Background: an optimization exercise with open tools, aiming at small area, a short achievable clock period and few clock cycles per item. Do not read the settings as production practice.
Only simulation tests tie the RTL to the original design; equivalence was not proved.
Power is estimated from default activity; no workload was simulated.

old:
==> module huffman, before the edit <==
module huffman(clk, reset, gray_valid, gray_data, CNT_valid, CNT1, CNT2, CNT3, CNT4, CNT5, CNT6,
               code_valid, HC1, HC2, HC3, HC4, HC5, HC6, M1, M2, M3, M4, M5, M6);
input clk;
input reset;
input gray_valid;
input [7:0] gray_data;
output reg CNT_valid;
output [7:0] CNT1, CNT2, CNT3, CNT4, CNT5, CNT6;
output reg code_valid;
output [7:0] HC1, HC2, HC3, HC4, HC5, HC6;
output [7:0] M1, M2, M3, M4, M5, M6;
reg        pv;           
reg  [2:0] pd;
reg        run;          
reg  [3:0] tc;           
reg  [7:0] w [0:5];      
reg  [5:0] m [0:5];      
reg  [4:0] r [1:6];      
assign CNT1 = w[5]; assign CNT2 = w[0]; assign CNT3 = w[1];
assign CNT4 = w[2]; assign CNT5 = w[3]; assign CNT6 = w[4];
wire go      = run | CNT_valid;
wire step    = go & (~tc[3] | (tc[2:0] < 3'd5));    
wire combine = (tc > 4'd4) & tc[0] & (tc != 4'd13);
wire [4:0] uns;
assign uns[0] = tc < 4'd4;
assign uns[1] = tc < 4'd3;
assign uns[2] = tc < 4'd2;
assign uns[3] = tc < 4'd1;
assign uns[4] = 1'b0;
function lt8(input [7:0] a, input [7:0] b);   
  reg [7:0] l, g;
  reg [3:0] l1, g1;
  reg [1:0] l2, g2;
  integer j;
  begin
    l = ~a & b;
    g = a & ~b;
    for (j = 0; j < 4; j = j + 1) begin
      l1[j] = l[2*j+1] | ~g[2*j+1] & l[2*j];
      g1[j] = g[2*j+1] | ~l[2*j+1] & g[2*j];
    end
    for (j = 0; j < 2; j = j + 1) begin
      l2[j] = l1[2*j+1] | ~g1[2*j+1] & l1[2*j];
      g2[j] = g1[2*j+1] | ~l1[2*j+1] & g1[2*j];
    end
    lt8 = l2[1] | ~g2[1] & l2[0];
  end
endfunction
wire [5:1] lt;
genvar gi;
generate for (gi = 1; gi < 6; gi = gi + 1) begin : g_lt
  assign lt[gi] = lt8(w[gi], w[0]);
end endgenerate
wire [4:0] c = uns | lt;
wire [7:0] sum = w[0] + w[1];
reg  [7:0] wsel;
always @* begin
  case (pd)
    3'd1: wsel = w[5];
    3'd2: wsel = w[0];
    3'd3: wsel = w[1];
    3'd4: wsel = w[2];
    3'd5: wsel = w[3];
    default: wsel = w[4];
  endcase
end
wire [7:0] winc = wsel + 8'd1;
always @(posedge clk or posedge reset) begin
  if (reset) begin
    pv <= 1'b0; pd <= 3'd0; CNT_valid <= 1'b0; code_valid <= 1'b0;
    run <= 1'b0; tc <= 4'd0;
  end else begin
    pv <= gray_valid & ~run;
    pd <= gray_data[2:0];
    CNT_valid <= pv & ~gray_valid;
    if (CNT_valid) run <= 1'b1;
    if (step) tc <= tc + 4'd1;
    code_valid <= step & (tc == 4'd12);
  end
end
integer i;
always @(posedge clk) begin
  if (reset) begin
    for (i = 0; i < 6; i = i + 1) w[i] <= 8'd0;
  end else if (step) begin
    if (combine) begin
      w[0] <= sum;
      for (i = 1; i < 5; i = i + 1) w[i] <= w[i+1];
      w[5] <= 8'hff;
    end else begin
      for (i = 0; i < 5; i = i + 1)
        if (c[i]) w[i] <= w[i+1];
        else if (i == 0 || c[i-1]) w[i] <= w[0];
      if (c[4]) w[5] <= w[0];
    end
  end else if (pv) begin
    for (i = 0; i < 5; i = i + 1)
      if (pd == i + 2) w[i] <= winc;
    if (pd == 3'd1) w[5] <= winc;
  end
end
always @* m[5] = ~(m[0] | m[1] | m[2] | m[3] | m[4]);
always @(posedge clk or posedge reset) begin
  if (reset) begin
    m[0] <= 6'b000010; m[1] <= 6'b000100; m[2] <= 6'b001000;
    m[3] <= 6'b010000; m[4] <= 6'b100000;
  end else if (step) begin
    if (combine) begin
      m[0] <= m[0] | m[1];
      for (i = 1; i < 5; i = i + 1) m[i] <= m[i+1];
    end else begin
      for (i = 0; i < 5; i = i + 1)
        if (c[i]) m[i] <= m[i+1];
        else if (i == 0 || c[i-1]) m[i] <= m[0];
    end
  end
end
function [4:0] lead(input [4:0] v);    
  lead = {v[4], v[3] & ~v[4], v[2] & ~|v[4:3], v[1] & ~|v[4:2], v[0] & ~|v[4:1]};
endfunction
function [4:0] add_bit(input [4:0] v, input b);   
  reg [4:0] l;
  begin
    l = lead(v);
    add_bit = (v & ~l) | (l & {5{b}}) | {l[3:0], 1'b0};
  end
endfunction
genvar k;
generate for (k = 1; k <= 6; k = k + 1) begin : g_lvl
  wire a = m[0][k-1];
  wire b = m[1][k-1];
  always @(posedge clk or posedge reset) begin
    if (reset) r[k] <= 5'b00001;
    else if (step & combine & (a | b)) r[k] <= add_bit(r[k], a);
  end
end endgenerate
function [7:0] mask_of(input [4:0] v);
  mask_of = {3'b000, |v[4], |v[4:3], |v[4:2], |v[4:1], 1'b1};   
endfunction
function [7:0] code_of(input [4:0] v, input b);
  code_of = {3'b000, v & ({1'b0, |v[4], |v[4:3], |v[4:2], |v[4:1]} | {5{b}})};
endfunction
assign M1 = mask_of(r[1]); assign HC1 = code_of(r[1], m[0][0]);
assign M2 = mask_of(r[2]); assign HC2 = code_of(r[2], m[0][1]);
assign M3 = mask_of(r[3]); assign HC3 = code_of(r[3], m[0][2]);
assign M4 = mask_of(r[4]); assign HC4 = code_of(r[4], m[0][3]);
assign M5 = mask_of(r[5]); assign HC5 = code_of(r[5], m[0][4]);
assign M6 = mask_of(r[6]); assign HC6 = code_of(r[6], m[0][5]);
endmodule
make LEC_CHECK=0 ABC_AREA=1 CAP_MARGIN=20 CORE_MARGIN=2 CORE_UTILIZATION=40 SETUP_SLACK_MARGIN=1.6 SLEW_MARGIN=20 finish   # period 4.0 ns
run.sh (not shown) runs the stock make flow with config.mk's settings and CLKGATE_MAP_FILE= SYNTH_SCRIPT=/design/flow/synth_recipe.tcl, a recipe that flattens the netlist after the stock synthesis.
Testbench counts of old, summed over its fixed seeds: cycles 22,080, images 192.
--- input diff old..new ---
diff --git a/flow/design.v b/flow/design.v
--- a/flow/design.v
+++ b/flow/design.v
@@ -7,12 +7,11 @@
 output reg CNT_valid;
 output [7:0] CNT1, CNT2, CNT3, CNT4, CNT5, CNT6;
 output reg code_valid;
 output [7:0] HC1, HC2, HC3, HC4, HC5, HC6;
 output [7:0] M1, M2, M3, M4, M5, M6;
-reg        pv;           
-reg  [2:0] pd;
+reg        gv1;          
 reg        run;          
 reg  [3:0] tc;           
 reg  [7:0] w [0:5];      
 reg  [5:0] m [0:5];      
 reg  [4:0] r [1:6];      
@@ -25,56 +24,24 @@
 assign uns[0] = tc < 4'd4;
 assign uns[1] = tc < 4'd3;
 assign uns[2] = tc < 4'd2;
 assign uns[3] = tc < 4'd1;
 assign uns[4] = 1'b0;
-function lt8(input [7:0] a, input [7:0] b);   
-  reg [7:0] l, g;
-  reg [3:0] l1, g1;
-  reg [1:0] l2, g2;
-  integer j;
-  begin
-    l = ~a & b;
-    g = a & ~b;
-    for (j = 0; j < 4; j = j + 1) begin
-      l1[j] = l[2*j+1] | ~g[2*j+1] & l[2*j];
-      g1[j] = g[2*j+1] | ~l[2*j+1] & g[2*j];
-    end
-    for (j = 0; j < 2; j = j + 1) begin
-      l2[j] = l1[2*j+1] | ~g1[2*j+1] & l1[2*j];
-      g2[j] = g1[2*j+1] | ~l1[2*j+1] & g1[2*j];
-    end
-    lt8 = l2[1] | ~g2[1] & l2[0];
-  end
-endfunction
 wire [5:1] lt;
 genvar gi;
 generate for (gi = 1; gi < 6; gi = gi + 1) begin : g_lt
-  assign lt[gi] = lt8(w[gi], w[0]);
+  assign lt[gi] = w[gi] < w[0];
 end endgenerate
 wire [4:0] c = uns | lt;
 wire [7:0] sum = w[0] + w[1];
-reg  [7:0] wsel;
-always @* begin
-  case (pd)
-    3'd1: wsel = w[5];
-    3'd2: wsel = w[0];
-    3'd3: wsel = w[1];
-    3'd4: wsel = w[2];
-    3'd5: wsel = w[3];
-    default: wsel = w[4];
-  endcase
-end
-wire [7:0] winc = wsel + 8'd1;
 always @(posedge clk or posedge reset) begin
   if (reset) begin
-    pv <= 1'b0; pd <= 3'd0; CNT_valid <= 1'b0; code_valid <= 1'b0;
+    gv1 <= 1'b0; CNT_valid <= 1'b0; code_valid <= 1'b0;
     run <= 1'b0; tc <= 4'd0;
   end else begin
-    pv <= gray_valid & ~run;
-    pd <= gray_data[2:0];
-    CNT_valid <= pv & ~gray_valid;
+    gv1 <= gray_valid;
+    CNT_valid <= gv1 & ~gray_valid;
     if (CNT_valid) run <= 1'b1;
     if (step) tc <= tc + 4'd1;
     code_valid <= step & (tc == 4'd12);
   end
 end
@@ -91,14 +58,14 @@
       for (i = 0; i < 5; i = i + 1)
         if (c[i]) w[i] <= w[i+1];
         else if (i == 0 || c[i-1]) w[i] <= w[0];
       if (c[4]) w[5] <= w[0];
     end
-  end else if (pv) begin
+  end else if (gray_valid & ~run) begin
     for (i = 0; i < 5; i = i + 1)
-      if (pd == i + 2) w[i] <= winc;
-    if (pd == 3'd1) w[5] <= winc;
+      if (gray_data[2:0] == i + 2) w[i] <= w[i] + 8'd1;
+    if (gray_data[2:0] == 3'd1) w[5] <= w[5] + 8'd1;
   end
 end
 always @* m[5] = ~(m[0] | m[1] | m[2] | m[3] | m[4]);
 always @(posedge clk or posedge reset) begin
   if (reset) begin
Results
Summary — maximum frequency from static timing analysis, new relative to old: lower, by 1.2%. Of old and new, the higher simple-gate share of the synthesized area belongs to new. Diff old -> new: area of the mapped netlist up about 1.8%, worst hold slack up 0.037 ns. new ended with every stage complete and zero timing, DRC or antenna violations. Diff old -> new: share of final-layout standard cells stronger than drive strength 1 decreased by 0.35 points relative to the old numbers; total design power saw an increase.
Testbench counts of new, summed over its fixed seeds: cycles 22,080, images 192.

==> separate check: timing with driven ports <==
The flow's constraints put no driver on any port. The routed layouts listed below were extracted and timed again, unchanged, in two steps. Step 1, drivers: a clkbuf_16 drives clk and a buf_2 each remaining input, both assumed. Step 2 moves the port delays by t, midway between the first and last clock arrival at a register: inputs arrive t later, outputs are due t later. That takes back most of the time a late clock gives input paths. Three values: ideal, step 1, step 2; two values: the first two.
run	t, ns	slack for setup (ns)	hold slack, ns	clock arrival spread, ns	worst register clock-pin slew, ns
old	0.469	1.643 / 1.592 / 1.558	0.420 / 0.420 / 0.420	0.012 / 0.012	0.06 / 0.06
new	0.464	1.613 / 1.567 / 1.381	0.457 / 0.457 / 0.457	0.008 / 0.009	0.06 / 0.06
After both steps setup and hold are still met in every run listed. For new, which loses most, drivers alone change the setup slack by -0.046 ns; drivers and shift together by -0.232 ns.
